Source: an optimization exercise on an open RTL-to-GDS flow (aim: small area, a short achievable clock period and few clock cycles). Production flows keep margins and buffers that such runs may drop. No run shown here included a check of the RTL's function; only the layout flow was run.

==> flow/design.v, too long to show whole: its modules and the start of the top module <==
// module CVAE_top: 528 lines
// module mul_tree: 2034 lines
module CVAE_top #(
    parameter ADDR_WIDTH = 16,
    parameter DATA_WIDTH = 32
)(
    input wire clk,
    input wire rst_n,
    input wire start,
    output reg finish,
    input wire [DATA_WIDTH-1:0] init_data,
    output reg sram_state_wea,
    output reg [ADDR_WIDTH-1:0] sram_state_addr,
    output wire [DATA_WIDTH-1:0] sram_state_wdata,
    output reg [ADDR_WIDTH-1:0] sram_weight_addr,
    input wire [DATA_WIDTH-1:0] sram_weight_rdata,
    output reg [ADDR_WIDTH-1:0] sram_bias_addr,
    input wire [DATA_WIDTH-1:0] sram_bias_rdata,
    output reg [5:0] seq_lens
);
  // ...
==> flow/flow/run.sh <==
#!/bin/bash
# Standard layout (the standard.sh, all steps unchanged) with a larger
# setup-slack target for the resizer's repair_timing passes, so that it
# works on paths well inside the clock period. The SDC is not touched.
set -euo pipefail
bash standard.sh SETUP_SLACK_MARGIN=9.0 finish > standard_make.log 2>&1
==> flow/standard.sh <==
#!/bin/bash
# synth_recipe.tcl (not shown) runs the flow's synth.tcl, then flattens the netlist and writes it again
# the make line also repeats each setting of config.mk as NAME=value (left out here)
make -C /OpenROAD-flow-scripts/flow DESIGN_CONFIG=/design/flow/config.mk WORK_HOME=/design/flow/orfs CLKGATE_MAP_FILE= SYNTH_SCRIPT=/design/flow/synth_recipe.tcl "${@:-finish}"
==> flow/config.mk <==
export PLATFORM = sky130hd
export DESIGN_NAME = CVAE_top
export DESIGN_NICKNAME = CVAE_top
export VERILOG_FILES = /design/flow/design.v
export SDC_FILE = /design/flow/constraint.sdc
export NUM_CORES = 8
export LEC_CHECK = 0
export CAP_MARGIN = 20
export CORE_MARGIN = 2
export CORE_UTILIZATION = 40
export CTS_CLUSTER_DIAMETER = 60
export CTS_CLUSTER_SIZE = 24
export SLEW_MARGIN = 20
export TNS_END_PERCENT = 10
==> flow/constraint.sdc <==
create_clock -name core_clock -period 13.0 [get_ports {clk}]
set_input_delay 2.6000 -clock core_clock [delete_from_list [all_inputs] [get_ports {clk}]]
set_output_delay 2.6000 -clock core_clock [all_outputs]
set_load 0.01 [all_outputs]
==> run notes, run 1 <==
status complete, no violations; syn avg cell area roughly 12 µm²; CP Data Required Time around 14 ns; worst hold path class register to register; fraction of area in multi-input gates about a third; width of the die ~550 µm; worst hold endpoint xr[394]$_DFF_P_; final setup fails 0; synth top area cells dfxtp_1 53%, fa_1 8.5%, edfxtp_1 5.4%; final net count between 10k and 15k; FF+latch count, synth approximately 3.3k; met3 WL post-DR between 30000 and 40000 µm; synth-to-layout area growth 14.38%; biggest regs ha: 1024 flops, hb: 1024 flops, xr: 608 flops; post-synthesis mux area share under 10%; Synth warnings 1; reg2reg end cx[31]$_DFFE_PN_; M3 GR Usage under 10%; DRC 0; dpl hpwl ~230000 µm; worst slew pin tran 1.336 ns
==> run 2, diff against run 1 <==
==> flow/flow/run.sh (replaced) <==
#!/bin/bash
# Standard layout (the standard.sh, all steps unchanged) with a larger
# setup-slack target for the resizer's repair_timing passes, so that it
# works on paths well inside the clock period. The SDC is not touched.
set -euo pipefail
bash standard.sh SETUP_SLACK_MARGIN=8.6 finish > standard_make.log 2>&1
--- a/flow/config.mk
+++ b/flow/config.mk
@@ -5,10 +5,10 @@
 export SDC_FILE = /design/flow/constraint.sdc
 export NUM_CORES = 8
 export LEC_CHECK = 0
+export ABC_AREA = 1
 export CAP_MARGIN = 20
 export CORE_MARGIN = 2
 export CORE_UTILIZATION = 40
 export CTS_CLUSTER_DIAMETER = 60
 export CTS_CLUSTER_SIZE = 24
 export SLEW_MARGIN = 20
-export TNS_END_PERCENT = 10
==> run notes, run 2 <==
DRC 0 (unchanged); Simple-Gate Fraction of Synth Area 9.300% (was 6.186%); CTS tree done (unchanged); Fin Setup TNS 0 ns (unchanged); width of the die 548.5 µm (was 545.9 µm); commonest cells after routing, fill and taps aside 3096 x dfxtp_1, 1446 x nand2_1, 1220 x inv_1, 611 x xor2_1, 579 x o22ai_1 (was 3031 x dfxtp_1, 586 x a22oi_1, 582 x inv_1, 572 x nand2_1, 489 x fa_1); Rel. slew slack 11.15% (was 9.988%); FF+latch count, synth 3326 (unchanged); min Tclk post-route 4.350 ns (was 4.435 ns); Synth warnings 1 (unchanged); delay-heaviest family, CP adder cells (was compound AO/OA/AOI/OAI gates); CTS Root Cell clkbuf_16 (unchanged); # hold bufs at CTS 0 (unchanged); synth top area cells dfxtp_1 53%, fa_1 8.4%, edfxtp_1 5.3% (was dfxtp_1 53%, fa_1 8.5%, edfxtp_1 5.4%); Commonest cells post-synth 3116 x dfxtp_1, 1451 x nand2_1, 1261 x inv_1, 619 x xor2_1, 590 x o22ai_1 (was 3116 x dfxtp_1, 600 x a22oi_1, 590 x inv_1, 577 x nand2_1, 508 x clkbuf_1); Synth cell types 70 (was 91); worst slew pin tran 1.333 ns (was 1.336 ns); Period Utilization, post-route 33.46% (was 34.12%); Worst Setup End Kind register (unchanged); most common cell after layout, fill and taps aside dfxtp_1 (unchanged); die area 300900 µm² (was 298000 µm²); post-synth top area share 52.60% (was 53.10%); # clock sinks 3326 (unchanged); boundary pin count 187 (unchanged); CP Max Fanout 19 (was 12); # rows 199 (was 198); WL per Instance 24.75 µm (was 24.81 µm); biggest regs ha: 1024 flops, hb: 1024 flops, xr: 608 flops (unchanged); initial drt markers 8614 (was 8352); worst hold path class register to register (unchanged); first-pass GRT wire length 547700 µm (was 496000 µm); crit path kind register to register (unchanged); Critical Path Most Common Cell fa_1; final setup fails 0 (unchanged); Clock Skew 0.07482 ns (was 0.1212 ns); Highest Signal Layer met5 (unchanged); overall via count from detail_route 81.24k (was 75.51k); Pre-antenna DRT Iters 6 (was 8); number of synthesized flops with an enable pin 210 (unchanged); mapped cell area 118600 µm² (was 117500 µm²); CP Data Required Time 13.74 ns (was 13.64 ns); antenna violations before repair 29 (was 34); Synth Area in Compound Gates 10.31% (was 10.90%); status complete, no violations (unchanged); vias in the first global route 79.96k (was 74.55k); synth-to-layout area growth 11.97% (was 14.38%); GR Overflow Total 0 (unchanged); Synth Area in Adders 11.30% (was 11.41%); clk buf depth 4 (unchanged); Non-Filler Instances 15.41k (was 14.15k); Initial Util 40.26% (was 40.29%); met3 WL post-DR 37010 µm (was 36200 µm); largest family of logic cells by synthesized area adder cells (unchanged); met2 wire len 162500 µm (was 146600 µm); GP Congestion 0.9902 (was 0.9397); Async SR Flop Fraction 0% (unchanged); # H-tree levels 4 (unchanged); Critical Path Max Stage Delay 0.52 ns (was 0.47 ns); Clk Latency, worst-skew pair 0.92 ns (was 0.94 ns); final net count 12.23k (was 11.00k); cell chain of the critical path inv_4, buf_6, o22ai_1, xor2_1, fa_1, fa_1, fa_1, inv_1, fa_1, fa_1, inv_1, fa_1, inv_1 (was buf_12, buf_16, buf_12, mux2i_2, nand2_1, o21ai_1, mux2i_1, buf_4, o21ai_2, nand2_1, o21ai_0, ha_1, and3_4, a31oi_1, o21a_1, o31ai_4, a211oi_2, a21oi_2, a221o_1, a2111oi_2, o21ai_1, xnor2_1); max-cap violations 0 (unchanged); Final Max Slew Viols 0 (unchanged); Synth Flop Type dfxtp_1 (unchanged); Worst Path Buf+Inv 5 (was 4); WP data arrival 5.09 ns (was 5.08 ns); share of cells above drive strength 1 6.364% (was 10.33%); xor/xnor share of the synthesized area 4.963% (was 6.381%); CTS buffer count 211 (was 205); Overall Global Routing Usage 24.74% (was 22.15%); fmax 0.2299 GHz (was 0.2255 GHz); Worst Setup Start Kind register (unchanged); Core Area 294600 µm² (was 291600 µm²); dpl hpwl 270000 µm (was 225900 µm); syn avg cell area 10.52 µm² (was 11.75 µm²); placed cells 15.01k (was 13.60k); Clk pin slew, worst setup/hold paths 0.09 ns (about the same); die height 548.5 µm (was 545.9 µm); CP max stage cell fa_1 (was dfxtp_4); hold violation count in the final report 0 (unchanged); most frequent cell after synthesis dfxtp_1 (unchanged); Total Routed Length 381400 µm (was 351100 µm); post-synthesis sequential area ratio 57.92% (was 58.47%); largest net degree at the start of global routing 65 (was 76); Post-DRT Antenna Nets 0 (unchanged); Vias per Instance 5.273 (was 5.335); RSZ-0062 raised after global routing true (unchanged); wl on met1 160300 µm (was 148100 µm); Post-Syn Instances 11.27k (was 9995); post-synthesis mux area share 0.3218% (was 2.621%); PortBufs 178 (unchanged); post-synth top area cell dfxtp_1 (unchanged)
run 2: cell types whose count changed after synthesis, moves of 77 or more:
cell / before / now
a22oi_1: 600 / 3
a21o_1: 97 / 20
o22ai_1: 23 / 590
o211ai_1: 28 / 183
mux2i_1: 266 / 37
nor2_1: 439 / 560
clkbuf_1: 508 / 312
inv_1: 590 / 1261
nand2_1: 577 / 1451
xnor2_1: 386 / 53
nand3_1: 142 / 335
xor2_1: 468 / 619
run 2: cells by family (layout without fill, tap and decap cells):
group | count (synthesis) | after routing
DFF | 3326 | 3326
AOI/OAI and AO/OA | 2021 | 2021
other | 1 | 24
xor gates and xnor gates | 672 | 672
adders and majority gates | 772 | 772
buffers and inverters | 1806 | 1999
and+or+nand+nor | 2634 | 2635
muxes | 38 | 38
run 2: final timing paths:
path                                 startpoint         endpoint  slack, ns  cells after the start
worst min register to register  hb[135]$_DFF_P_  hb[103]$_DFF_P_       0.28                      0
worst max register to register   Mr[13]$_DFF_P_   pC[28]$_DFF_P_       8.65                     13
worst min-delay path            hb[135]$_DFF_P_  hb[103]$_DFF_P_       0.28                      0
worst max-delay path             Mr[13]$_DFF_P_   pC[28]$_DFF_P_       8.65                     13
run 2: cell type report:
| type | instances | area, µm² |
|---|---|---|
| inverters | 1302 | 5006 |
| repair inverters | 1 | 5.005 |
| clock inverters | 91 | 1359 |
| multi-input cells | 6146 | 43370 |
| repair buffers | 371 | 3819 |
| clock buffers | 234 | 5577 |
| flip-flops and latches | 3326 | 68720 |
| fillers | 27500 | 161800 |
| well taps | 3919 | 4903 |
| diodes | 16 | 40.04 |
run 2: per-layer routing:
layer | global-route usage [%] | vias to the layer above
met4 | 12.04 | 18
met1 | 32.99 | 39450
met2 | 37.37 | 3862
met3 | 6.265 | 995
li1 | - | 36910
met5 | 0 | -
run 2: repair_timing:
item / CTS / global route
endpoints found under the setup margin: 260 / 132
resized for setup: 188 / 160
cloned: 3 / 6
buffers inserted: 21 / 22
pin swaps: 2 / 10
run 2: metrics by stage:
step	area [µm²]	utilization (%)	setup slack (ns)	hold WS [ns]
global placement	124300	42.21	7.922	0.3095
CTS	131800	44.75	8.602	0.2474
finish	132800	45.08	8.650	0.2799
global route	132800	45.07	8.544	0.2589
detailed placement	124400	42.22	7.966	0.3121
floorplan	118600	-	8.745	0.3096
==> module CVAE_top, before the edit <==
module CVAE_top #(
    parameter ADDR_WIDTH = 16,
    parameter DATA_WIDTH = 32
)(
    input wire clk,
    input wire rst_n,
    input wire start,
    output reg finish,
    input wire [DATA_WIDTH-1:0] init_data,
    output reg sram_state_wea,
    output reg [ADDR_WIDTH-1:0] sram_state_addr,
    output wire [DATA_WIDTH-1:0] sram_state_wdata,
    output reg [ADDR_WIDTH-1:0] sram_weight_addr,
    input wire [DATA_WIDTH-1:0] sram_weight_rdata,
    output reg [ADDR_WIDTH-1:0] sram_bias_addr,
    input wire [DATA_WIDTH-1:0] sram_bias_rdata,
    output reg [5:0] seq_lens
);
    localparam PH_IDLE = 3'd0, PH_LOAD = 3'd1, PH_L2H = 3'd2, PH_NEUR = 3'd3,
               PH_TAIL = 3'd4, PH_CONF = 3'd5, PH_STATE = 3'd6, PH_DONE = 3'd7;
    localparam MS_HOLD = 3'd0, MS_X = 3'd1, MS_HA = 3'd2, MS_HB = 3'd3,
               MS_COR = 3'd5, MS_H = 3'd6;
    localparam BS_MEM = 2'd0, BS_A = 2'd1, BS_G = 2'd2;
    localparam TG_A = 2'd0, TG_B = 2'd1, TG_H = 2'd2, TG_R = 2'd3;
    reg rst_q;
    always @(posedge clk) rst_q <= rst_n;
    wire rst = !rst_q;
    reg [2:0] phase;
    reg [8:0] cnt;
    reg [4:0] j;
    reg [9:0] jx19;
    reg       cur;           
    reg [4:0] hidx;          
    reg [4:0] xidx;          
    reg [2:0] ts;            
    localparam P_HZ = 4'd0, P_IZ = 4'd1, P_TC = 4'd2, P_HR = 4'd3, P_IR = 4'd4,
               P_ZC = 4'd5, P_HN = 4'd6, P_IN = 4'd7, P_N = 4'd8;
    reg [3:0] part;
    reg [4:0] pcnt;
    reg       pfirst;
    wire      plast = (pcnt == 5'd0);
    reg [1:0] lp;            
    reg [5:0] lq;            
    reg       l2h_on;
    reg       tge2, tge43;
    reg [2:0] gcnt;
    reg       stop;
    reg [3:0] wrow;
    wire [4:0] hidx2 = hidx + 5'd2;
    wire [4:0] hidx4 = hidx + 5'd4;
    reg  [4:0] xidx2;        
    reg [15:0] row;          
    reg        row_x;        
    wire [15:0] row_addr = row + {11'd0, (row_x ? xidx2 : hidx2)};
    reg [19*32-1:0] xr;
    reg [32*32-1:0] ha;
    reg [32*32-1:0] hb;
    wire [31:0] x_head  = xr[31:0];
    wire [31:0] ha_head = ha[31:0];
    wire [31:0] hb_head = hb[31:0];
    wire [31:0] cur_head = cur ? hb_head : ha_head;
    reg [31:0] A, B, G, H;
    reg        o_valid;
    reg [2:0]  o_ms;
    reg [1:0]  o_bs;
    reg        o_bias;
    reg [1:0]  o_tg;
    reg        o_clr;
    reg        o_cun;     
    reg        o_gzm;     
    reg        o_clu;     
    reg        o_clt;     
    reg        o_hdn;     
    reg        o_rdn;     
    reg        o_cmp;     
    reg [15:0] o_wa;
    reg [15:0] o_ba;
    wire [2:0] ms_cur = cur ? MS_HB : MS_HA;
    wire [2:0] ms_new = cur ? MS_HA : MS_HB;
    always @(*) begin
        o_valid = 1'b0; o_ms = MS_HOLD; o_bs = BS_MEM; o_bias = 1'b0;
        o_tg = TG_A; o_clr = 1'b0; o_cun = 1'b0; o_gzm = 1'b0;
        o_clu = 1'b0; o_clt = 1'b0; o_hdn = 1'b0; o_rdn = 1'b0; o_cmp = 1'b0;
        o_wa = 16'd0; o_ba = 16'd0;
        case (phase)
        PH_L2H: begin
            if (l2h_on) begin
                if (lq == 6'd0) begin
                    o_ms = MS_HB;
                end else begin
                    o_valid = 1'b1; o_tg = TG_R; o_clr = (lp == 2'd0); o_bias = (lp == 2'd0);
                    o_wa = {(11'd1347 + {6'd0, hidx4}), lp};
                    o_ba = 16'd207 + {11'd0, hidx4};
                end
            end
        end
        PH_NEUR: begin
            o_valid = 1'b1;
            case (part)
            P_HZ: begin
                o_ms = ms_cur; o_tg = TG_A; o_clr = pfirst; o_bias = pfirst;
                o_wa = row_addr; o_ba = 16'd160 + {11'd0, j};
            end
            P_IZ: begin
                o_ms = MS_X; o_tg = TG_A; o_bias = pfirst; o_clu = plast;
                o_wa = row_addr; o_ba = 16'd64 + {11'd0, j};
            end
            P_TC: begin                          
                o_valid = (j != 5'd0);
                o_ms = MS_COR; o_bs = BS_G; o_tg = TG_H; o_hdn = (j != 5'd0);
            end
            P_HR: begin
                o_ms = ms_cur; o_tg = TG_A; o_clr = pfirst; o_bias = pfirst;
                o_wa = row_addr; o_ba = 16'd128 + {11'd0, j};
            end
            P_IR: begin
                o_ms = MS_X; o_tg = TG_A; o_bias = pfirst; o_clu = plast;
                o_wa = row_addr; o_ba = 16'd32 + {11'd0, j};
            end
            P_ZC: begin                          
                o_ms = MS_COR; o_bs = BS_G; o_tg = TG_H; o_clr = 1'b1; o_gzm = 1'b1;
            end
            P_HN: begin
                o_ms = ms_cur; o_tg = TG_A; o_clr = pfirst; o_bias = pfirst;
                o_wa = row_addr; o_ba = 16'd96 + {11'd0, j};
            end
            P_IN: begin
                o_ms = MS_X; o_tg = TG_B; o_clr = pfirst; o_bias = pfirst;
                o_wa = row_addr; o_ba = {11'd0, j};
            end
            default: begin                       
                o_ms = MS_COR; o_cun = 1'b1; o_bs = BS_A; o_tg = TG_B; o_clt = 1'b1;
            end
            endcase
        end
        PH_TAIL: begin
            case (ts)
            3'd0, 3'd2: if (tge2 && xidx2 == 5'd13) begin
                o_valid = 1'b1; o_ms = MS_X; o_tg = ts[1] ? TG_B : TG_A; o_clr = 1'b1; o_bias = 1'b1;
                o_wa = row_addr; o_ba = ts[1] ? 16'd206 : 16'd205;
            end
            3'd1, 3'd3: begin
                o_valid = 1'b1; o_ms = MS_X; o_tg = ts[1] ? TG_B : TG_A;
                o_wa = row_addr;
            end
            3'd4: if (tge43) begin
                o_valid = 1'b1; o_ms = MS_COR; o_bs = BS_G; o_tg = TG_H; o_hdn = 1'b1;
            end
            default: ;
            endcase
        end
        PH_CONF: begin
            o_valid = 1'b1; o_ms = (hidx2 == 5'd31) ? MS_H : ms_new;
            o_tg = cnt[5] ? TG_B : TG_A;
            o_wa = row_addr;
            o_cmp = (cnt == 9'd63);
        end
        PH_STATE: begin
            o_valid = 1'b1; o_ms = (hidx2 == 5'd31) ? MS_H : ms_new;
            o_tg = cnt[5] ? TG_A : TG_B;
            o_clr = (cnt[4:0] == 5'd0); o_bias = (cnt[4:0] == 5'd0);
            o_wa = row_addr;
            o_ba = 16'd192 + {12'd0, cnt[8:5]};
            o_rdn = (cnt[4:0] == 5'd31);
        end
        default: ;
        endcase
    end
    reg hpend; reg [4:0] hslot;
    reg xpend; reg [3:0] xslot; reg xsrc;
    wire h_ins = hpend && (hidx == hslot);
    wire x_ins = xpend && ({1'b0, xslot} == xidx);
    reg        t1_valid, t2_valid, t3_valid;
    reg [2:0]  t1_ms, t2_ms;
    reg [1:0]  t1_bs, t2_bs;
    reg        t1_bias, t2_bias;
    reg [1:0]  t1_tg, t2_tg, t3_tg;
    reg        t1_clr, t2_clr, t3_clr;
    reg        t1_cun, t2_cun;
    reg        t4_sa, t4_sb, t4_sh, t4_sr;       
    reg        t4_wa, t4_wb, t4_wh, t4_wr;       
    reg        t1_gzm, t2_gzm, t3_gzm;
    reg [4:0]  t1_ev, t2_ev, t3_ev, t4_ev, t5_ev;    
    always @(posedge clk) begin
        if (rst) begin
            t1_valid <= 1'b0; t2_valid <= 1'b0; t3_valid <= 1'b0;
            t1_ev <= 5'd0; t2_ev <= 5'd0; t3_ev <= 5'd0; t4_ev <= 5'd0; t5_ev <= 5'd0;
            t1_gzm <= 1'b0; t2_gzm <= 1'b0; t3_gzm <= 1'b0;
            t1_ms <= MS_HOLD; t2_ms <= MS_HOLD;
        end else begin
            t1_valid <= o_valid; t2_valid <= t1_valid; t3_valid <= t2_valid;
            t1_ev <= {o_cmp, o_rdn, o_hdn, o_clt, o_clu};
            t2_ev <= t1_ev; t3_ev <= t2_ev; t4_ev <= t3_ev; t5_ev <= t4_ev;
            t1_gzm <= o_gzm; t2_gzm <= t1_gzm; t3_gzm <= t2_gzm;
            t1_ms <= o_ms; t2_ms <= t1_ms;
        end
        t1_bs <= o_bs; t2_bs <= t1_bs;
        t1_bias <= o_bias; t2_bias <= t1_bias;
        t1_tg <= o_tg; t2_tg <= t1_tg; t3_tg <= t2_tg;
        t1_clr <= o_clr; t2_clr <= t1_clr; t3_clr <= t2_clr;
        t1_cun <= o_cun; t2_cun <= t1_cun;
        t4_sa <= !t3_clr && t3_tg == TG_A;
        t4_sb <= !t3_clr && t3_tg == TG_B;
        t4_sh <= !t3_clr && t3_tg == TG_H;
        t4_sr <= !t3_clr && t3_tg == TG_R;
        t4_wa <= t3_valid && t3_tg == TG_A;
        t4_wb <= t3_valid && t3_tg == TG_B;
        t4_wh <= t3_valid && t3_tg == TG_H;
        t4_wr <= t3_valid && t3_tg == TG_R;
    end
    reg [31:0] cx, cy, cz;
    reg [5:0]  cstep;       
    reg        ctanh;
    wire [23:0] c_t24  = cz[23:0];
    wire [31:0] zm_val = {24'h010000 - cz[23:0], 8'd0};
    reg [32:0] Mr;
    reg [15:0] bneg, bone, btwo;
    reg [31:0] biasr;
    reg [31:0] bsrc;
    always @(*) begin
        bsrc = ({32{t2_bs == BS_MEM}} & sram_weight_rdata) | ({32{t2_bs == BS_A}} & A) |
               ({32{t2_bs == BS_G}} & G);
    end
    wire [32:0] bsx = {bsrc, 1'b0};
    integer bi;
    always @(posedge clk) begin
        Mr <= ({33{t2_ms == MS_X}} & {x_head[31], x_head}) |
              ({33{t2_ms == MS_HA}} & {ha_head[31], ha_head}) |
              ({33{t2_ms == MS_HB}} & {hb_head[31], hb_head}) |
              ({33{t2_ms == MS_COR}} & {(~t2_cun & c_t24[23]), c_t24, 8'd0}) |
              ({33{t2_ms == MS_H}} & {H[31], H}) |
              ({33{t2_ms == MS_HOLD}} & Mr);
        for (bi = 0; bi < 16; bi = bi + 1) begin
            bneg[bi] <= bsx[2*bi+2];
            bone[bi] <= bsx[2*bi+1] ^ bsx[2*bi];
            btwo[bi] <= (bsx[2*bi+2] & ~bsx[2*bi+1] & ~bsx[2*bi]) | (~bsx[2*bi+2] & bsx[2*bi+1] & bsx[2*bi]);
        end
        biasr <= t2_bias ? sram_bias_rdata : 32'd0;
    end
    wire [55:0] tS, tC;
    mul_tree mt (.m(Mr), .neg(bneg), .one(bone), .two(btwo), .bias(biasr), .S(tS), .C(tC));
    wire [16:0] plo16 = {1'b0, tS[15:0]} + {1'b0, tC[15:0]};
    reg [55:16] pS, pC;
    reg         pc16;
    always @(posedge clk) begin
        pS <= tS[55:16];
        pC <= tC[55:16];
        pc16 <= plo16[16];
    end
    wire [31:0] acc_in = ({32{t4_sa}} & A) | ({32{t4_sb}} & B) | ({32{t4_sh}} & H) |
                         ({32{t4_sr}} & ha_head);
    wire [9:0] plo = {1'b0, pS[23:16], 1'b1} + {1'b0, pC[23:16], pc16};
    wire [31:0] q_s = acc_in ^ pS[55:24] ^ pC[55:24];
    wire [31:0] q_c = (acc_in & pS[55:24]) | (acc_in & pC[55:24]) | (pS[55:24] & pC[55:24]);
    wire [31:0] acc_out = q_s + {q_c[30:0], plo[9]};
    wire w_ring = t4_wr;
    always @(posedge clk) begin
        if (t4_wa) A <= acc_out;
        if (t4_wb) B <= acc_out;
        if (t4_wh) H <= acc_out;
    end
    wire g_cap = (phase == PH_NEUR) && ((part == P_HR && pcnt < 5'd30) || part == P_IR) && (hidx == j);
    always @(posedge clk) begin
        if (t3_gzm) G <= zm_val;
        else if (g_cap) G <= cur_head;
    end
    wire ld_x = (phase == PH_LOAD) && (cnt < 9'd19);
    wire ld_z = (phase == PH_LOAD) && (cnt >= 9'd19);
    wire [31:0] x_tail = ld_x ? init_data : x_ins ? (xsrc ? A : B) : x_head;
    wire [31:0] ha_tail = w_ring ? acc_out : (h_ins && cur) ? H : ha_head;
    wire [31:0] hb_tail = ld_z ? init_data : (h_ins && !cur) ? H : hb_head;
    always @(posedge clk) begin
        xr <= {x_tail, xr[19*32-1:32]};
        ha <= {ha_tail, ha[32*32-1:32]};
        hb <= {hb_tail, hb[32*32-1:32]};
    end
    assign sram_state_wdata = xr[19*32-1:18*32];
    function [37:0] cctl;    
        input [5:0] st;
        input tnh;
        reg [4:0] sh; reg [18:0] cn; reg [2:0] cl;
        begin
            sh = 5'd0; cn = 19'd0; cl = 3'd0;
            case (st)
                6'd1: begin cn = 19'd386121; cl = 3'd1; end
                6'd2: begin cn = 19'd204353; cl = 3'd1; end
                6'd3: begin cn = 19'd112524; cl = 3'd1; end
                6'd4: begin cn = 19'd63763;  cl = 3'd1; end
                6'd5: begin sh = 5'd1;  cn = 19'd35999; cl = 3'd2; end
                6'd6: begin sh = 5'd2;  cn = 19'd16738; cl = 3'd2; end
                6'd7: begin sh = 5'd3;  cn = 19'd8235;  cl = 3'd2; end
                6'd8: begin sh = 5'd4;  cn = 19'd4101;  cl = 3'd2; end
                6'd9: begin sh = 5'd4;  cn = 19'd4101;  cl = 3'd2; end
                6'd10: begin sh = 5'd5;  cn = 19'd2048; cl = 3'd2; end
                6'd11: begin sh = 5'd6;  cn = 19'd1024; cl = 3'd2; end
                6'd12: begin sh = 5'd7;  cn = 19'd512;  cl = 3'd2; end
                6'd13: begin sh = 5'd8;  cn = 19'd256;  cl = 3'd2; end
                6'd14: begin sh = 5'd9;  cn = 19'd128;  cl = 3'd2; end
                6'd15: begin sh = 5'd10; cn = 19'd64;   cl = 3'd2; end
                6'd16: begin sh = 5'd11; cn = 19'd32;   cl = 3'd2; end
                6'd17: begin sh = 5'd12; cn = 19'd16;   cl = 3'd2; end
                6'd18: begin sh = 5'd13; cn = 19'd8;    cl = 3'd2; end
                6'd19: begin sh = 5'd13; cn = 19'd8;    cl = 3'd2; end
                6'd20: begin sh = 5'd14; cn = 19'd4;    cl = 3'd2; end
                6'd21: begin sh = 5'd15; cn = 19'd2;    cl = 3'd2; end
                6'd22, 6'd23: begin cl = 3'd3; end
                default: if (st >= 6'd24 && st <= 6'd40) begin
                    cn = (tnh ? 19'd131072 : 19'd65536) >> (st[4:0] - 5'd24);
                    cl = 3'd4;
                end
            endcase
            cctl = {11'd0, sh, cn, cl};
        end
    endfunction
    reg [4:0]  csh;
    reg [18:0] ccon;
    reg [2:0]  ccl;       
    reg [2:0]  cdsr;      
    wire c_ld_u = t5_ev[0];
    wire c_ld_t = t5_ev[1];
    wire [37:0] cnext = cctl((c_ld_u || c_ld_t) ? 6'd1 : cstep + 6'd1, ctanh);
    wire cdz = cz[31];
    wire cdy = cy[31];
    reg c_np, c_rot, c_vec, c_x22;       
    reg [63:0] cnp;
    always @(*) begin
        case ({cdsr, cdz})
            4'd0:  cnp = {32'h5c52a2a0, 32'h5c52a2a0};
            4'd1:  cnp = {32'he89e173e, 32'he89e1738};
            4'd2:  cnp = {32'h092bf4c5, 32'h092bf4b1};
            4'd3:  cnp = {32'h014f6c61, 32'h014f6bd3};
            4'd4:  cnp = {32'h008e7130, 32'h008e6fe1};
            4'd5:  cnp = {32'h00145dce, 32'h001454a1};
            4'd6:  cnp = {32'h0004ac95, 32'h000483f8};
            4'd7:  cnp = {32'h00013631, 32'h000019e2};
            4'd8:  cnp = {32'h00013634, 32'hffffe620};
            4'd9:  cnp = {32'h0004ac96, 32'hfffb7c08};
            4'd10: cnp = {32'h00145dce, 32'hffebab5e};
            4'd11: cnp = {32'h008e7130, 32'hff71901e};
            4'd12: cnp = {32'h014f6c61, 32'hfeb0942c};
            4'd13: cnp = {32'h092bf4c5, 32'hf6d40b4e};
            4'd14: cnp = {32'he89e173d, 32'h1761e8c7};
            default: cnp = {32'h5c52a29d, 32'ha3ad5d63};
        endcase
    end
    wire       cx_sub = c_rot & cdz;
    wire       cx_en  = c_rot | c_x22;
    wire       cy_sub = (c_rot & cdz) | (c_vec & ~cdy);
    wire       cy_en  = c_rot | c_vec;
    wire [31:0] csx = $signed((cx ^ {32{cy_sub}}) & {32{cy_en}}) >>> csh;
    wire [31:0] csy = $signed((cy ^ {32{cx_sub}}) & {32{cx_en}}) >>> csh;
    wire [31:0] cx_a = c_np ? cnp[63:32] : cx;
    wire [31:0] cy_a = c_np ? cnp[31:0] : c_x22 ? 32'd65536 : cy;
    wire [32:0] cx_add_w = {cx_a, 1'b1} + {csy, cx_sub};
    wire [31:0] cx_add = cx_add_w[32:1];
    wire [32:0] cy_add_w = {cy_a, 1'b1} + {csx, cy_sub};
    wire [31:0] cy_add = cy_add_w[32:1];
    wire       cz_sub = (c_vec & (cdy ^ ctanh)) | (~c_vec & ~cdz);
    wire [32:0] cz_add_w = {cz, 1'b1} + {(cz_sub ? ~{13'd0, ccon} : {13'd0, ccon}), cz_sub};
    wire [31:0] cz_add = cz_add_w[32:1];
    wire [31:0] c_src = c_ld_t ? B : A;
    wire [31:0] c_d   = {{8{c_src[31]}}, c_src[31:8]};
    always @(posedge clk) begin
        if (rst) begin
            cstep <= 6'd0;
        end else if (c_ld_u || c_ld_t) begin
            cstep <= 6'd1;
        end else if (cstep != 6'd0) begin
            cstep <= (cstep == 6'd40) ? 6'd0 : cstep + 6'd1;
        end
        csh <= cnext[26:22];
        cx <= c_vec ? {cx[31], cx[31:1]} : cx_add;
        cy <= cy_add;
        ccon <= cnext[21:3];
        ccl <= cnext[2:0];
        c_np  <= (cnext[2:0] == 3'd1);
        c_rot <= (cnext[2:0] == 3'd2);
        c_x22 <= (cnext[2:0] == 3'd3);
        c_vec <= (cnext[2:0] == 3'd4);
        if (c_ld_u || c_ld_t) begin
            cz <= c_ld_t ? {c_d[30:0], 1'b0} : (~c_d + 32'd1);
            ctanh <= c_ld_t;
        end else if (cstep != 6'd0) begin
            if (c_np) cdsr <= {cdsr[1:0], cdz};
            cz <= c_x22 ? {15'd0, ctanh, 16'd0} : cz_add;
        end
    end
    always @(posedge clk) begin
        sram_weight_addr <= o_wa;
        sram_bias_addr <= o_ba;
    end
    always @(posedge clk) begin
        if (rst) begin
            phase <= PH_IDLE; cnt <= 9'd0; j <= 5'd0; jx19 <= 10'd0; cur <= 1'b0;
            ts <= 3'd0; gcnt <= 3'd0; stop <= 1'b0; wrow <= 4'd0;
            l2h_on <= 1'b0; part <= P_HZ; pcnt <= 5'd31; pfirst <= 1'b1;
            hpend <= 1'b0; xpend <= 1'b0;
            finish <= 1'b0; sram_state_wea <= 1'b0; seq_lens <= 6'd0;
            hidx <= 5'd0; xidx <= 5'd0; xidx2 <= 5'd2;
        end else begin
            if (phase == PH_IDLE) begin
                hidx <= 5'd0; xidx <= 5'd0; xidx2 <= 5'd2;
            end else begin
                hidx <= hidx + 5'd1;
                xidx <= (xidx == 5'd18) ? 5'd0 : xidx + 5'd1;
                xidx2 <= (xidx2 == 5'd18) ? 5'd0 : xidx2 + 5'd1;
            end
            if (t5_ev[2]) begin
                hpend <= 1'b1;
                hslot <= (phase == PH_NEUR) ? j - 5'd1 : 5'd31;
            end else if (h_ins) hpend <= 1'b0;
            sram_state_wea <= x_ins;
            if (sram_state_wea) sram_state_addr <= sram_state_addr + 16'd1;
            if (t5_ev[3]) begin
                xpend <= 1'b1;
            end else if (x_ins) begin
                xpend <= 1'b0;
                xslot <= xslot + 4'd1;
                xsrc <= ~xsrc;
                wrow <= wrow + 4'd1;
            end
            if (t5_ev[4]) begin
                stop <= ($signed(A) < $signed(B));
                seq_lens <= seq_lens + 6'd1;
            end
            case (phase)
            PH_IDLE: begin
                cnt <= 9'd0;
                sram_state_addr <= 16'd13;
                if (start) phase <= PH_LOAD;
            end
            PH_LOAD: begin
                cnt <= cnt + 9'd1;
                if (cnt == 9'd22) begin phase <= PH_L2H; cnt <= 9'd0; end
            end
            PH_L2H: begin
                cnt <= cnt + 9'd1;
                row <= {11'd121, 5'd0}; row_x <= 1'b0;
                part <= P_HZ; pcnt <= 5'd31; pfirst <= 1'b1;
                if (cnt == 9'd25) begin l2h_on <= 1'b1; lp <= 2'd0; lq <= 6'd0; end
                if (l2h_on) begin
                    lq <= (lq == 6'd32) ? 6'd0 : lq + 6'd1;
                    if (lq == 6'd32) begin
                        lp <= lp + 2'd1;
                        if (lp == 2'd3) l2h_on <= 1'b0;
                    end
                end
                if (cnt == 9'd159) begin
                    phase <= PH_NEUR; cnt <= 9'd0; j <= 5'd0; jx19 <= 10'd0; cur <= 1'b0;
                end
            end
            PH_NEUR: begin
                pcnt <= pcnt - 5'd1;
                pfirst <= 1'b0;
                if (plast) begin
                    pfirst <= 1'b1;
                    case (part)
                    P_HZ: begin part <= P_IZ; pcnt <= 5'd18; row <= 16'd1216 + {6'd0, jx19}; row_x <= 1'b1; end
                    P_IZ: begin part <= (j == 5'd0) ? P_HR : P_TC; pcnt <= (j == 5'd0) ? 5'd31 : 5'd0; row <= {(11'd89 + {6'd0, j}), 5'd0}; row_x <= 1'b0; end
                    P_TC: begin part <= P_HR; pcnt <= 5'd31; end
                    P_HR: begin part <= P_IR; pcnt <= 5'd18; row <= 16'd608 + {6'd0, jx19}; row_x <= 1'b1; end
                    P_IR: begin part <= P_ZC; pcnt <= 5'd0; row <= {(11'd57 + {6'd0, j}), 5'd0}; row_x <= 1'b0; end
                    P_ZC: begin part <= P_HN; pcnt <= 5'd31; end
                    P_HN: begin part <= P_IN; pcnt <= 5'd18; row <= {6'd0, jx19}; row_x <= 1'b1; end
                    P_IN: begin part <= P_N; pcnt <= 5'd0;
                          row <= (j == 5'd31) ? 16'd5331 : {(11'd122 + {6'd0, j}), 5'd0}; row_x <= (j == 5'd31); end
                    default: begin
                        part <= P_HZ; pcnt <= 5'd31;
                        cnt <= 9'd0;
                        tge2 <= 1'b0; tge43 <= 1'b0;
                        if (j == 5'd31) begin
                            phase <= PH_TAIL; ts <= 3'd0;
                        end else begin
                            j <= j + 5'd1; jx19 <= jx19 + 10'd19;
                        end
                    end
                    endcase
                end
            end
            PH_TAIL: begin
                cnt <= cnt + 9'd1;
                if (cnt == 9'd1) tge2 <= 1'b1;
                if (cnt == 9'd42) tge43 <= 1'b1;
                case (ts)
                3'd0, 3'd2: if (cnt >= 9'd2 && xidx2 == 5'd13) begin ts <= ts + 3'd1; gcnt <= 3'd1; end
                3'd1, 3'd3: begin
                    gcnt <= gcnt + 3'd1;
                    if (gcnt == 3'd5) begin ts <= ts + 3'd1; row <= 16'd5369; end
                end
                3'd4: if (cnt >= 9'd43) begin ts <= 3'd5; gcnt <= 3'd0; end
                3'd5: if (gcnt != 3'd2) gcnt <= gcnt + 3'd1;
                      else begin
                    phase <= PH_CONF; cnt <= 9'd0; row <= 16'd5312; row_x <= 1'b0;
                end
                default: ;
                endcase
            end
            PH_CONF: begin
                cnt <= cnt + 9'd1;
                if (cnt == 9'd31) row <= 16'd5350;
                if (cnt == 9'd63) row <= {11'd153, 5'd0};
                if (cnt == 9'd63) begin
                    phase <= PH_STATE; cnt <= 9'd0;
                    wrow <= 4'd0; xslot <= 4'd0; xsrc <= 1'b0;
                end
            end
            PH_STATE: begin
                cnt <= cnt + 9'd1;
                if (cnt[4:0] == 5'd31) row <= row + 16'd32;
                if (cnt == 9'd415) begin
                    row <= {11'd121, 5'd0};
                    cnt <= 9'd0;
                    part <= P_HZ; pcnt <= 5'd31; pfirst <= 1'b1;
                    if (stop) begin
                        phase <= PH_DONE;
                    end else begin
                        phase <= PH_NEUR; j <= 5'd0; jx19 <= 10'd0; cur <= ~cur;
                    end
                end
            end
            PH_DONE: begin
                if (wrow == 4'd13) finish <= 1'b1;
            end
            default: phase <= PH_IDLE;
            endcase
        end
    end
endmodule
==> run 3, diff against run 2 <==
==> flow/design.v (replaced) <==
module CVAE_top #(
    parameter ADDR_WIDTH = 16,
    parameter DATA_WIDTH = 32
)(
    input wire clk,
    input wire rst_n,
    input wire start,
    output reg finish,
    input wire [DATA_WIDTH-1:0] init_data,
    output reg sram_state_wea,
    output reg [ADDR_WIDTH-1:0] sram_state_addr,
    output wire [DATA_WIDTH-1:0] sram_state_wdata,
    output reg [ADDR_WIDTH-1:0] sram_weight_addr,
    input wire [DATA_WIDTH-1:0] sram_weight_rdata,
    output reg [ADDR_WIDTH-1:0] sram_bias_addr,
    input wire [DATA_WIDTH-1:0] sram_bias_rdata,
    output reg [5:0] seq_lens
);
    localparam PH_IDLE = 3'd0, PH_LOAD = 3'd1, PH_L2H = 3'd2, PH_NEUR = 3'd3,
               PH_TAIL = 3'd4, PH_CONF = 3'd5, PH_STATE = 3'd6, PH_DONE = 3'd7;
    localparam MS_HOLD = 3'd0, MS_X = 3'd1, MS_HA = 3'd2, MS_HB = 3'd3,
               MS_COR = 3'd5;
    localparam BS_MEM = 2'd0, BS_A = 2'd1, BS_G = 2'd2;
    localparam TG_A = 2'd0, TG_B = 2'd1, TG_H = 2'd2, TG_R = 2'd3;
    reg rst_q;
    always @(posedge clk) rst_q <= rst_n;
    wire rst = !rst_q;
    reg [2:0] phase;
    reg [8:0] cnt;
    reg [4:0] j;
    reg [9:0] jx19;
    reg       cur;           
    reg [4:0] hidx;          
    reg [4:0] xidx;          
    reg [2:0] ts;            
    reg [2:0] gcnt;
    reg       stop;
    reg [3:0] wrow;
    wire [4:0] hidx2 = hidx + 5'd2;
    wire [4:0] hidx4 = hidx + 5'd4;
    wire [4:0] xidx2 = (xidx >= 5'd17) ? xidx - 5'd17 : xidx + 5'd2;
    reg [19*32-1:0] xr;
    reg [32*32-1:0] ha;
    reg [32*32-1:0] hb;
    wire [31:0] x_head  = xr[31:0];
    wire [31:0] ha_head = ha[31:0];
    wire [31:0] hb_head = hb[31:0];
    wire [31:0] cur_head = cur ? hb_head : ha_head;
    reg [31:0] A, B, G, H;
    reg        o_valid;
    reg [2:0]  o_ms;
    reg [1:0]  o_bs;
    reg        o_bias;
    reg [1:0]  o_tg;
    reg        o_clr;
    reg        o_ctm;     
    reg        o_cun;     
    reg        o_gzm;     
    reg        o_clu;     
    reg        o_clt;     
    reg        o_hdn;     
    reg        o_rdn;     
    reg        o_cmp;     
    reg [15:0] o_wa;
    reg [15:0] o_ba;
    wire [2:0] ms_cur = cur ? MS_HB : MS_HA;
    wire [2:0] ms_new = cur ? MS_HA : MS_HB;
    wire [7:0] l2h_q = cnt[7:0] - 8'd26;
    wire [1:0] l2h_p = (l2h_q < 8'd33) ? 2'd0 : (l2h_q < 8'd66) ? 2'd1 : (l2h_q < 8'd99) ? 2'd2 : 2'd3;
    wire [5:0] l2h_r = l2h_q[5:0] - {l2h_p, 5'd0} - {4'd0, l2h_p};
    always @(*) begin
        o_valid = 1'b0; o_ms = MS_HOLD; o_bs = BS_MEM; o_bias = 1'b0;
        o_tg = TG_A; o_clr = 1'b0; o_ctm = 1'b0; o_cun = 1'b0; o_gzm = 1'b0;
        o_clu = 1'b0; o_clt = 1'b0; o_hdn = 1'b0; o_rdn = 1'b0; o_cmp = 1'b0;
        o_wa = 16'd0; o_ba = 16'd0;
        case (phase)
        PH_L2H: begin
            if (cnt <= 9'd157 && cnt >= 9'd26) begin
                if (l2h_r == 6'd0) begin
                    o_ms = MS_HB;
                end else begin
                    o_valid = 1'b1; o_tg = TG_R; o_clr = (l2h_p == 2'd0); o_bias = (l2h_p == 2'd0);
                    o_wa = {(11'd1347 + {6'd0, hidx4}), l2h_p};
                    o_ba = 16'd207 + {11'd0, hidx4};
                end
            end
        end
        PH_NEUR: begin
            o_valid = 1'b1;
            if (cnt < 9'd32) begin               
                o_ms = ms_cur; o_tg = TG_A; o_clr = (cnt == 9'd0); o_bias = (cnt == 9'd0);
                o_wa = {(11'd121 + {6'd0, j}), hidx2}; o_ba = 16'd160 + {11'd0, j};
            end else if (cnt < 9'd51) begin      
                o_ms = MS_X; o_tg = TG_A; o_bias = (cnt == 9'd32); o_clu = (cnt == 9'd50);
                o_wa = 16'd1216 + {6'd0, jx19} + {11'd0, xidx2}; o_ba = 16'd64 + {11'd0, j};
            end else if (cnt == 9'd51) begin     
                o_valid = (j != 5'd0);
                o_ms = MS_COR; o_ctm = 1'b1; o_bs = BS_G; o_tg = TG_H; o_hdn = (j != 5'd0);
            end else if (cnt < 9'd84) begin      
                o_ms = ms_cur; o_tg = TG_A; o_clr = (cnt == 9'd52); o_bias = (cnt == 9'd52);
                o_wa = {(11'd89 + {6'd0, j}), hidx2}; o_ba = 16'd128 + {11'd0, j};
            end else if (cnt < 9'd103) begin     
                o_ms = MS_X; o_tg = TG_A; o_bias = (cnt == 9'd84); o_clu = (cnt == 9'd102);
                o_wa = 16'd608 + {6'd0, jx19} + {11'd0, xidx2}; o_ba = 16'd32 + {11'd0, j};
            end else if (cnt == 9'd103) begin    
                o_ms = MS_COR; o_bs = BS_G; o_tg = TG_H; o_clr = 1'b1; o_gzm = 1'b1;
            end else if (cnt < 9'd136) begin     
                o_ms = ms_cur; o_tg = TG_A; o_clr = (cnt == 9'd104); o_bias = (cnt == 9'd104);
                o_wa = {(11'd57 + {6'd0, j}), hidx2}; o_ba = 16'd96 + {11'd0, j};
            end else if (cnt < 9'd155) begin     
                o_ms = MS_X; o_tg = TG_B; o_clr = (cnt == 9'd136); o_bias = (cnt == 9'd136);
                o_wa = {6'd0, jx19} + {11'd0, xidx2}; o_ba = {11'd0, j};
            end else begin                       
                o_ms = MS_COR; o_cun = 1'b1; o_bs = BS_A; o_tg = TG_B; o_clt = 1'b1;
            end
        end
        PH_TAIL: begin
            case (ts)
            3'd0, 3'd2: if (cnt >= 9'd2 && xidx2 == 5'd13) begin
                o_valid = 1'b1; o_ms = MS_X; o_tg = ts[1] ? TG_B : TG_A; o_clr = 1'b1; o_bias = 1'b1;
                o_wa = ts[1] ? 16'd5382 : 16'd5344; o_ba = ts[1] ? 16'd206 : 16'd205;
            end
            3'd1, 3'd3: begin
                o_valid = 1'b1; o_ms = MS_X; o_tg = ts[1] ? TG_B : TG_A;
                o_wa = (ts[1] ? 16'd5369 : 16'd5331) + {11'd0, xidx2};
            end
            3'd4: if (cnt >= 9'd42) begin
                o_valid = 1'b1; o_ms = MS_COR; o_ctm = 1'b1; o_bs = BS_G; o_tg = TG_H; o_hdn = 1'b1;
            end
            default: ;
            endcase
        end
        PH_CONF: begin
            o_valid = 1'b1; o_ms = ms_new;
            o_tg = cnt[5] ? TG_B : TG_A;
            o_wa = (cnt[5] ? 16'd5350 : 16'd5312) + {11'd0, hidx2};
            o_cmp = (cnt == 9'd63);
        end
        PH_STATE: begin
            o_valid = 1'b1; o_ms = ms_new;
            o_tg = cnt[5] ? TG_A : TG_B;
            o_clr = (cnt[4:0] == 5'd0); o_bias = (cnt[4:0] == 5'd0);
            o_wa = {(11'd153 + {7'd0, cnt[8:5]}), hidx2};
            o_ba = 16'd192 + {12'd0, cnt[8:5]};
            o_rdn = (cnt[4:0] == 5'd31);
        end
        default: ;
        endcase
    end
    reg hpend; reg [4:0] hslot;
    reg xpend; reg [3:0] xslot; reg xsrc;
    wire h_ins = hpend && (hidx == hslot);
    wire x_ins = xpend && ({1'b0, xslot} == xidx);
    reg        t1_valid, t2_valid, t3_valid, t4_valid;
    reg [2:0]  t1_ms, t2_ms;
    reg [1:0]  t1_bs, t2_bs;
    reg        t1_bias, t2_bias;
    reg [1:0]  t1_tg, t2_tg, t3_tg, t4_tg;
    reg        t1_clr, t2_clr, t3_clr, t4_clr;
    reg        t1_ctm, t2_ctm, t1_cun, t2_cun;
    reg        t1_gzm, t2_gzm, t3_gzm;
    reg [4:0]  t1_ev, t2_ev, t3_ev, t4_ev, t5_ev;    
    always @(posedge clk) begin
        if (rst) begin
            t1_valid <= 1'b0; t2_valid <= 1'b0; t3_valid <= 1'b0; t4_valid <= 1'b0;
            t1_ev <= 5'd0; t2_ev <= 5'd0; t3_ev <= 5'd0; t4_ev <= 5'd0; t5_ev <= 5'd0;
            t1_gzm <= 1'b0; t2_gzm <= 1'b0; t3_gzm <= 1'b0;
            t1_ms <= MS_HOLD; t2_ms <= MS_HOLD;
        end else begin
            t1_valid <= o_valid; t2_valid <= t1_valid; t3_valid <= t2_valid; t4_valid <= t3_valid;
            t1_ev <= {o_cmp, o_rdn, o_hdn, o_clt, o_clu};
            t2_ev <= t1_ev; t3_ev <= t2_ev; t4_ev <= t3_ev; t5_ev <= t4_ev;
            t1_gzm <= o_gzm; t2_gzm <= t1_gzm; t3_gzm <= t2_gzm;
            t1_ms <= o_ms; t2_ms <= t1_ms;
        end
        t1_bs <= o_bs; t2_bs <= t1_bs;
        t1_bias <= o_bias; t2_bias <= t1_bias;
        t1_tg <= o_tg; t2_tg <= t1_tg; t3_tg <= t2_tg; t4_tg <= t3_tg;
        t1_clr <= o_clr; t2_clr <= t1_clr; t3_clr <= t2_clr; t4_clr <= t3_clr;
        t1_ctm <= o_ctm; t2_ctm <= t1_ctm; t1_cun <= o_cun; t2_cun <= t1_cun;
    end
    reg [31:0] cx, cy, cz;
    reg [5:0]  cstep;       
    reg        ctanh;
    wire [23:0] csub_in  = ctanh ? {cz[22:0], 1'b0} : cz[23:0];
    wire [23:0] csub_out = 24'h010000 - csub_in;
    wire [23:0] c_t24    = ctanh ? csub_out : cz[23:0];
    wire [31:0] zm_val   = {csub_out, 8'd0};
    reg [32:0] Mr;
    reg [31:0] Br;
    reg [31:0] biasr;
    always @(posedge clk) begin
        case (t2_ms)
            MS_X:   Mr <= {x_head[31], x_head};
            MS_HA:  Mr <= {ha_head[31], ha_head};
            MS_HB:  Mr <= {hb_head[31], hb_head};
            MS_COR: Mr <= {(t2_cun ? 1'b0 : c_t24[23]), c_t24, 8'd0};
            default: Mr <= Mr;
        endcase
        case (t2_bs)
            BS_A:    Br <= A;
            BS_G:    Br <= G;
            default: Br <= sram_weight_rdata;
        endcase
        biasr <= t2_bias ? sram_bias_rdata : 32'd0;
    end
    wire signed [65:0] prod = $signed(Mr) * $signed(Br);
    reg [31:0] phi;
    always @(posedge clk) phi <= prod[55:24] + biasr;
    reg [31:0] acc_in;
    always @(*) begin
        if (t4_clr) acc_in = 32'd0;
        else case (t4_tg)
            TG_A: acc_in = A;
            TG_B: acc_in = B;
            TG_H: acc_in = H;
            default: acc_in = ha_head;
        endcase
    end
    wire [31:0] acc_out = acc_in + phi;
    wire w_ring = t4_valid && (t4_tg == TG_R);
    always @(posedge clk) begin
        if (t4_valid && t4_tg == TG_A) A <= acc_out;
        if (t4_valid && t4_tg == TG_B) B <= acc_out;
        if (t4_valid && t4_tg == TG_H) H <= acc_out;
    end
    wire g_cap = (phase == PH_NEUR) && (cnt >= 9'd54) && (cnt <= 9'd104) && (hidx == j);
    always @(posedge clk) begin
        if (t3_gzm) G <= zm_val;
        else if (g_cap) G <= cur_head;
    end
    wire ld_x = (phase == PH_LOAD) && (cnt < 9'd19);
    wire ld_z = (phase == PH_LOAD) && (cnt >= 9'd19);
    wire [31:0] x_tail = ld_x ? init_data : x_ins ? (xsrc ? A : B) : x_head;
    wire [31:0] ha_tail = w_ring ? acc_out : (h_ins && cur) ? H : ha_head;
    wire [31:0] hb_tail = ld_z ? init_data : (h_ins && !cur) ? H : hb_head;
    always @(posedge clk) begin
        xr <= {x_tail, xr[19*32-1:32]};
        ha <= {ha_tail, ha[32*32-1:32]};
        hb <= {hb_tail, hb[32*32-1:32]};
    end
    assign sram_state_wdata = xr[19*32-1:18*32];
    reg [4:0]  csh;
    reg [31:0] ccon;
    always @(*) begin
        csh = 5'd0; ccon = 32'd0;
        case (cstep)
            6'd1: begin csh = 5'd16; ccon = 32'd386121; end
            6'd2: begin csh = 5'd8;  ccon = 32'd204353; end
            6'd3: begin csh = 5'd4;  ccon = 32'd112524; end
            6'd4: begin csh = 5'd2;  ccon = 32'd63763;  end
            6'd5: begin csh = 5'd1;  ccon = 32'd35999;  end
            6'd6: begin csh = 5'd2;  ccon = 32'd16738;  end
            6'd7: begin csh = 5'd3;  ccon = 32'd8235;   end
            6'd8: begin csh = 5'd4;  ccon = 32'd4101;   end
            6'd9: begin csh = 5'd4;  ccon = 32'd4101;   end
            6'd10: begin csh = 5'd5;  ccon = 32'd2048; end
            6'd11: begin csh = 5'd6;  ccon = 32'd1024; end
            6'd12: begin csh = 5'd7;  ccon = 32'd512;  end
            6'd13: begin csh = 5'd8;  ccon = 32'd256;  end
            6'd14: begin csh = 5'd9;  ccon = 32'd128;  end
            6'd15: begin csh = 5'd10; ccon = 32'd64;   end
            6'd16: begin csh = 5'd11; ccon = 32'd32;   end
            6'd17: begin csh = 5'd12; ccon = 32'd16;   end
            6'd18: begin csh = 5'd13; ccon = 32'd8;    end
            6'd19: begin csh = 5'd13; ccon = 32'd8;    end
            6'd20: begin csh = 5'd14; ccon = 32'd4;    end
            6'd21: begin csh = 5'd15; ccon = 32'd2;    end
            default: begin
                csh = cstep[4:0] - 5'd23;                   
                ccon = 32'd65536 >> (cstep[4:0] - 5'd23);
            end
        endcase
    end
    wire [31:0] csx = $signed(cx) >>> csh;
    wire [31:0] csy = $signed(cy) >>> csh;
    wire c_np  = (cstep >= 6'd1) && (cstep <= 6'd4);
    wire c_p   = (cstep >= 6'd5) && (cstep <= 6'd21);
    wire c_x22 = (cstep == 6'd22);
    wire c_vlc = (cstep >= 6'd23);
    wire cdz = cz[31];
    wire cdy = cy[31];
    reg [31:0] cxn, cyn, czn;
    always @(*) begin
        cxn = cx; cyn = cy; czn = cz;
        if (c_np) begin
            cxn = cdz ? cx - (cy - csy) : cx + (cy - csy);
            cyn = cdz ? cy - (cx - csx) : cy + (cx - csx);
            czn = cdz ? cz + ccon : cz - ccon;
        end else if (c_p) begin
            cxn = cdz ? cx - csy : cx + csy;
            cyn = cdz ? cy - csx : cy + csx;
            czn = cdz ? cz + ccon : cz - ccon;
        end else if (c_x22) begin
            cxn = cx + cy + 32'd65536;
            cyn = 32'd65536;
            czn = 32'd0;
        end else if (c_vlc) begin
            cyn = cdy ? cy + csx : cy - csx;
            czn = cdy ? cz - ccon : cz + ccon;
        end
    end
    wire c_ld_u = t5_ev[0];
    wire c_ld_t = t5_ev[1];
    wire [31:0] c_src = c_ld_t ? B : A;
    wire [31:0] c_d   = {{8{c_src[31]}}, c_src[31:8]};
    always @(posedge clk) begin
        if (rst) begin
            cstep <= 6'd0;
        end else if (c_ld_u || c_ld_t) begin
            cstep <= 6'd1;
        end else if (cstep != 6'd0) begin
            cstep <= (cstep == 6'd39) ? 6'd0 : cstep + 6'd1;
        end
        if (c_ld_u || c_ld_t) begin
            cx <= 32'd704813465;
            cy <= 32'd0;
            cz <= c_ld_t ? {c_d[30:0], 1'b0} : (~c_d + 32'd1);
            ctanh <= c_ld_t;
        end else if (cstep != 6'd0) begin
            cx <= cxn; cy <= cyn; cz <= czn;
        end
    end
    always @(posedge clk) begin
        sram_weight_addr <= o_wa;
        sram_bias_addr <= o_ba;
    end
    always @(posedge clk) begin
        if (rst) begin
            phase <= PH_IDLE; cnt <= 9'd0; j <= 5'd0; jx19 <= 10'd0; cur <= 1'b0;
            ts <= 3'd0; gcnt <= 3'd0; stop <= 1'b0; wrow <= 4'd0;
            hpend <= 1'b0; xpend <= 1'b0;
            finish <= 1'b0; sram_state_wea <= 1'b0; seq_lens <= 6'd0;
            hidx <= 5'd0; xidx <= 5'd0;
        end else begin
            if (phase == PH_IDLE) begin
                hidx <= 5'd0; xidx <= 5'd0;
            end else begin
                hidx <= hidx + 5'd1;
                xidx <= (xidx == 5'd18) ? 5'd0 : xidx + 5'd1;
            end
            if (t5_ev[2]) begin
                hpend <= 1'b1;
                hslot <= (phase == PH_TAIL) ? j : j - 5'd1;
            end else if (h_ins) hpend <= 1'b0;
            sram_state_wea <= x_ins;
            if (sram_state_wea) sram_state_addr <= sram_state_addr + 16'd1;
            if (t5_ev[3]) begin
                xpend <= 1'b1;
            end else if (x_ins) begin
                xpend <= 1'b0;
                xslot <= xslot + 4'd1;
                xsrc <= ~xsrc;
                wrow <= wrow + 4'd1;
            end
            if (t5_ev[4]) begin
                stop <= ($signed(A) < $signed(B));
                seq_lens <= seq_lens + 6'd1;
            end
            case (phase)
            PH_IDLE: if (start) begin
                phase <= PH_LOAD; cnt <= 9'd0;
                sram_state_addr <= 16'd13;
            end
            PH_LOAD: begin
                cnt <= cnt + 9'd1;
                if (cnt == 9'd22) begin phase <= PH_L2H; cnt <= 9'd0; end
            end
            PH_L2H: begin
                cnt <= cnt + 9'd1;
                if (cnt == 9'd159) begin
                    phase <= PH_NEUR; cnt <= 9'd0; j <= 5'd0; jx19 <= 10'd0; cur <= 1'b0;
                end
            end
            PH_NEUR: begin
                cnt <= cnt + 9'd1;
                if (cnt == 9'd155) begin
                    cnt <= 9'd0;
                    if (j == 5'd31) begin
                        phase <= PH_TAIL; ts <= 3'd0;
                    end else begin
                        j <= j + 5'd1; jx19 <= jx19 + 10'd19;
                    end
                end
            end
            PH_TAIL: begin
                cnt <= cnt + 9'd1;
                case (ts)
                3'd0, 3'd2: if (cnt >= 9'd2 && xidx2 == 5'd13) begin ts <= ts + 3'd1; gcnt <= 3'd1; end
                3'd1, 3'd3: begin
                    gcnt <= gcnt + 3'd1;
                    if (gcnt == 3'd5) ts <= ts + 3'd1;
                end
                3'd4: if (cnt >= 9'd42) begin ts <= 3'd5; gcnt <= 3'd0; end
                3'd5: if (gcnt != 3'd7) gcnt <= gcnt + 3'd1;
                      else if (!hpend) begin
                    phase <= PH_CONF; cnt <= 9'd0;
                end
                default: ;
                endcase
            end
            PH_CONF: begin
                cnt <= cnt + 9'd1;
                if (cnt == 9'd63) begin
                    phase <= PH_STATE; cnt <= 9'd0;
                    wrow <= 4'd0; xslot <= 4'd0; xsrc <= 1'b0;
                end
            end
            PH_STATE: begin
                cnt <= cnt + 9'd1;
                if (cnt == 9'd415) begin
                    cnt <= 9'd0;
                    if (stop) begin
                        phase <= PH_DONE;
                    end else begin
                        phase <= PH_NEUR; j <= 5'd0; jx19 <= 10'd0; cur <= ~cur;
                    end
                end
            end
            PH_DONE: begin
                if (wrow == 4'd13) finish <= 1'b1;
            end
            default: phase <= PH_IDLE;
            endcase
        end
    end
endmodule
==> flow/run.sh (new file) <==
#!/bin/bash
# synth_recipe.tcl (not shown) runs the flow's synth.tcl, then flattens the netlist and writes it again
# the make line also repeats each setting of config.mk as NAME=value (left out here)
make -C /OpenROAD-flow-scripts/flow DESIGN_CONFIG=/design/flow/config.mk WORK_HOME=/design/flow/orfs CLKGATE_MAP_FILE= SYNTH_SCRIPT=/design/flow/synth_recipe.tcl finish
==> flow/config.mk (replaced) <==
export PLATFORM = sky130hd
export DESIGN_NAME = CVAE_top
export DESIGN_NICKNAME = CVAE_top
export VERILOG_FILES = /design/flow/design.v
export SDC_FILE = /design/flow/constraint.sdc
export NUM_CORES = 8
export LEC_CHECK = 0
export CAP_MARGIN = 20
export CORE_MARGIN = 2
export CORE_UTILIZATION = 40
export SLEW_MARGIN = 20
removed: flow/flow/run.sh
removed: flow/standard.sh
==> run notes, run 3 <==
delay-heaviest family, CP simple AND/OR/NAND/NOR gates (was adder cells); Worst Setup Start Kind register (unchanged); antenna violations before repair 39 (was 29); placed cells 17.14k (was 15.01k); reg2reg end cx[31]$_SDFFE_PN0P_ (was pC[28]$_DFF_P_); Critical Path Max Stage Delay 0.90 ns (was 0.52 ns); CP Data Required Time 13.78 ns (was 13.74 ns); # H-tree levels 5 (was 4); DRC 0 (unchanged); cell count of the worst reg-to-reg path 39 (was 13); Storage cell area 65770 µm² (was 68720 µm²); CTS resizes 0 (was 188); synth-to-layout area growth 12.34% (was 11.97%); final worst slack 1.147 ns (was 8.650 ns); Worst Setup End Kind register (unchanged); Synth warnings 1 (unchanged); area of the multi-input gates 66210 µm² (was 43370 µm²); Post-Syn Instances 12.74k (was 11.27k); worst slew pin tran 1.184 ns (was 1.333 ns); fmax 0.08437 GHz (was 0.2299 GHz); area post-placement 145600 µm² (was 124400 µm²); biggest regs ha: 1024 flops, hb: 1024 flops, xr: 608 flops (unchanged); Non-Filler Instances 17.72k (was 15.41k); share of cells above drive strength 1 6.746% (was 6.364%); Synth cell types 113 (was 70); fillers 32.09k (was 27.50k); GR Overflow Total 0 (unchanged); number of synthesized flops with an enable pin 212 (was 210); final setup fails 0 (unchanged); Total Routed Length 372000 µm (was 381400 µm); max-cap violations 0 (unchanged); width of the die 592.7 µm (was 548.5 µm); CTS tree done (unchanged); mapped cell area 138600 µm² (was 118600 µm²); R2R Setup Slk 1.15 ns (was 8.65 ns); Vias per Instance 5.102 (was 5.273); vias in the first global route 88.96k (was 79.96k); status complete, no violations (unchanged); Post-DRT Antenna Nets 0 (unchanged); hold violation count in the final report 0 (unchanged); Rel. slew slack 20.24% (was 11.15%); Core Area 345700 µm² (was 294600 µm²); Fin Setup TNS 0 ns (unchanged); Commonest cells post-synth 2967 x dfxtp_1, 1201 x inv_1, 1113 x nand2_1, 1013 x fa_1, 661 x ha_1 (was 3116 x dfxtp_1, 1451 x nand2_1, 1261 x inv_1, 619 x xor2_1, 590 x o22ai_1); crit path kind register to register (unchanged); Async SR Flop Fraction 0% (unchanged); most frequent cell after synthesis dfxtp_1 (unchanged); Clock Skew 0.07863 ns (was 0.07482 ns); most common cell after layout, fill and taps aside dfxtp_1 (unchanged); Period Utilization, post-route 91.18% (was 33.46%); WL per Instance 21.00 µm (was 24.75 µm); synth top area cells dfxtp_1 43%, fa_1 15%, ha_1 6.0% (was dfxtp_1 53%, fa_1 8.4%, edfxtp_1 5.3%); # hold bufs at CTS 0 (unchanged); Clk Latency, worst-skew pair 0.87 ns (was 0.92 ns); post-synth top area cell dfxtp_1 (unchanged); die area 351300 µm² (was 300900 µm²); Overall Global Routing Usage 21.08% (was 24.74%); largest net degree at the start of global routing 93 (was 65); initial drt markers 7890 (was 8614); clk buf depth 4 (unchanged); CP max stage cell mux2_2 (was fa_1); dpl hpwl 286300 µm (was 270000 µm); final net count 14.64k (was 12.23k); critical path launch point cstep[0]$_SDFFE_PN0P_ (was Mr[13]$_DFF_P_); first-pass GRT wire length 560700 µm (was 547700 µm); post-synthesis sequential area ratio 47.43% (was 57.92%); # clock sinks 3179 (was 3326); Worst Path Buf+Inv 2 (was 5); GP Congestion 0.9723 (was 0.9902); CP Max Fanout 31 (was 19); overall via count from detail_route 90.39k (was 81.24k); Clk pin slew, worst setup/hold paths 0.06 ns (was 0.09 ns); die height 592.7 µm (was 548.5 µm); syn avg cell area 10.88 µm² (was 10.52 µm²); PortBufs 175 (was 178); critical path depth 39 (was 13); FF+latch count, synth 3179 (was 3326); fin area 155700 µm² (was 132800 µm²); CTS buffer count 304 (was 211); Synth Flop Type dfxtp_1 (unchanged); post-synth top area share 42.84% (was 52.60%); pre-CTS WS 1.380 ns (was 7.966 ns); boundary pin count 187 (unchanged); # Post-CTS Setup Buffers 0 (was 21); worst hold path class register to register (unchanged); CTS Root Cell clkbuf_16 (unchanged); Final Max Slew Viols 0 (unchanged); Initial Util 40.11% (was 40.26%); Pre-antenna DRT Iters 6 (unchanged); Worst setup endpoint cx[31]$_SDFFE_PN0P_ (was pC[28]$_DFF_P_); RSZ-0062 raised after global routing false (was true); min Tclk post-route 11.85 ns (was 4.350 ns); # rows 216 (was 199); commonest cells after routing, fill and taps aside 2959 x dfxtp_1, 1201 x inv_1, 1110 x nand2_1, 1013 x fa_1, 660 x ha_1 (was 3096 x dfxtp_1, 1446 x nand2_1, 1220 x inv_1, 611 x xor2_1, 579 x o22ai_1); WP data arrival 12.63 ns (was 5.09 ns); reg-to-reg startpoint cstep[0]$_SDFFE_PN0P_ (was Mr[13]$_DFF_P_)
## run 3: worst min path at each step
stage / startpoint / endpoint / slack, ns / cells past startpoint
6_report: ha[113]$_DFF_P_ / ha[81]$_DFF_P_ / 0.29 / 0
5_1_grt: ha[113]$_DFF_P_ / ha[81]$_DFF_P_ / 0.29 / 0
4_1_cts: ha[113]$_DFF_P_ / ha[81]$_DFF_P_ / 0.27 / 0
3_5_place_dp: ha[153]$_DFF_P_ / ha[121]$_DFF_P_ / 0.31 / 0
3_3_place_gp: hb[151]$_DFF_P_ / hb[119]$_DFF_P_ / 0.31 / 0
2_1_floorplan: ha[32]$_DFF_P_ / ha[0]$_DFF_P_ / 0.31 / 0
## run 3: stage by stage
step	util, %	hold WS, ns
floorplan	-	0.3096
CTS	45.03	0.2741
detailed placement	42.12	0.3121
finish	45.06	0.2890
global route	45.05	0.2895
global placement	42.12	0.3095
## run 3: kinds of logic after synthesis
logic type / count (synthesis) / synth area share [%]
XOR/XNOR: 527 / 3.339
buffers and inverters: 1776 / 4.975
AO/OA/AOI/OAI: 2062 / 9.749
flip-flops: 3179 / 47.43
multiplexers: 357 / 2.922
other: 1 / 0.002705
AND/OR/NAND/NOR: 3162 / 10.99
adder cells (fa/ha/maj): 1674 / 20.59
## run 3: per-layer routing
| layer | wire [µm] | global-route usage (%) | vias up |
|---|---|---|---|
| li1 | - | - | 42350 |
| met5 | 42 | 0 | - |
| met2 | 152900 | 30.36 | 3098 |
| met1 | 175000 | 31.05 | 44380 |
| met3 | 29230 | 3.918 | 552 |
| met4 | 14800 | 8.312 | 8 |
## run 3: area by class of cell
class	count	share of cell area (%)
Antenna cell	35	0.05623
Clock buffer	438	5.718
Clock inverter	106	0.7479
Inverter	1204	2.902
Multi-Input combinational cell	7793	42.51
Sequential cell	3179	42.23
Tap cell	4578	3.678
Timing Repair Buffer	384	2.156

==> afterwards: timing with drivers on the ports <==
Ports are ideal in the flow. The routed layouts listed here were re-timed in OpenROAD.
Step 1, drivers: a clkbuf_16 drives clk and a buf_2 each remaining input, both assumed.
Step 2 moves the port delays by t, midway between the first and last clock arrival at a register: inputs arrive t later, outputs are due t later. That takes back most of the time a late clock gives input paths.
Slacks: ideal / step 1 / step 2; pairs: ideal / step 1.
run	t, ns	setup slack, ns	hold WS [ns]	worst setup path after step 2	clock arrival spread, ns
run 1	1.000	8.565 / 8.565 / 8.385	0.262 / 0.262 / 0.262	input to register	0.129 / 0.129
run 2	0.985	8.650 / 8.626 / 8.374	0.280 / 0.280 / 0.280	input to register	0.079 / 0.080
run 3	0.933	1.147 / 1.147 / 1.147	0.289 / 0.289 / 0.289	register to register	0.080 / 0.081
After both steps every run listed still meets setup and hold. For run 2, which loses most, drivers alone change the setup slack by -0.024 ns; drivers and shift together by -0.276 ns.
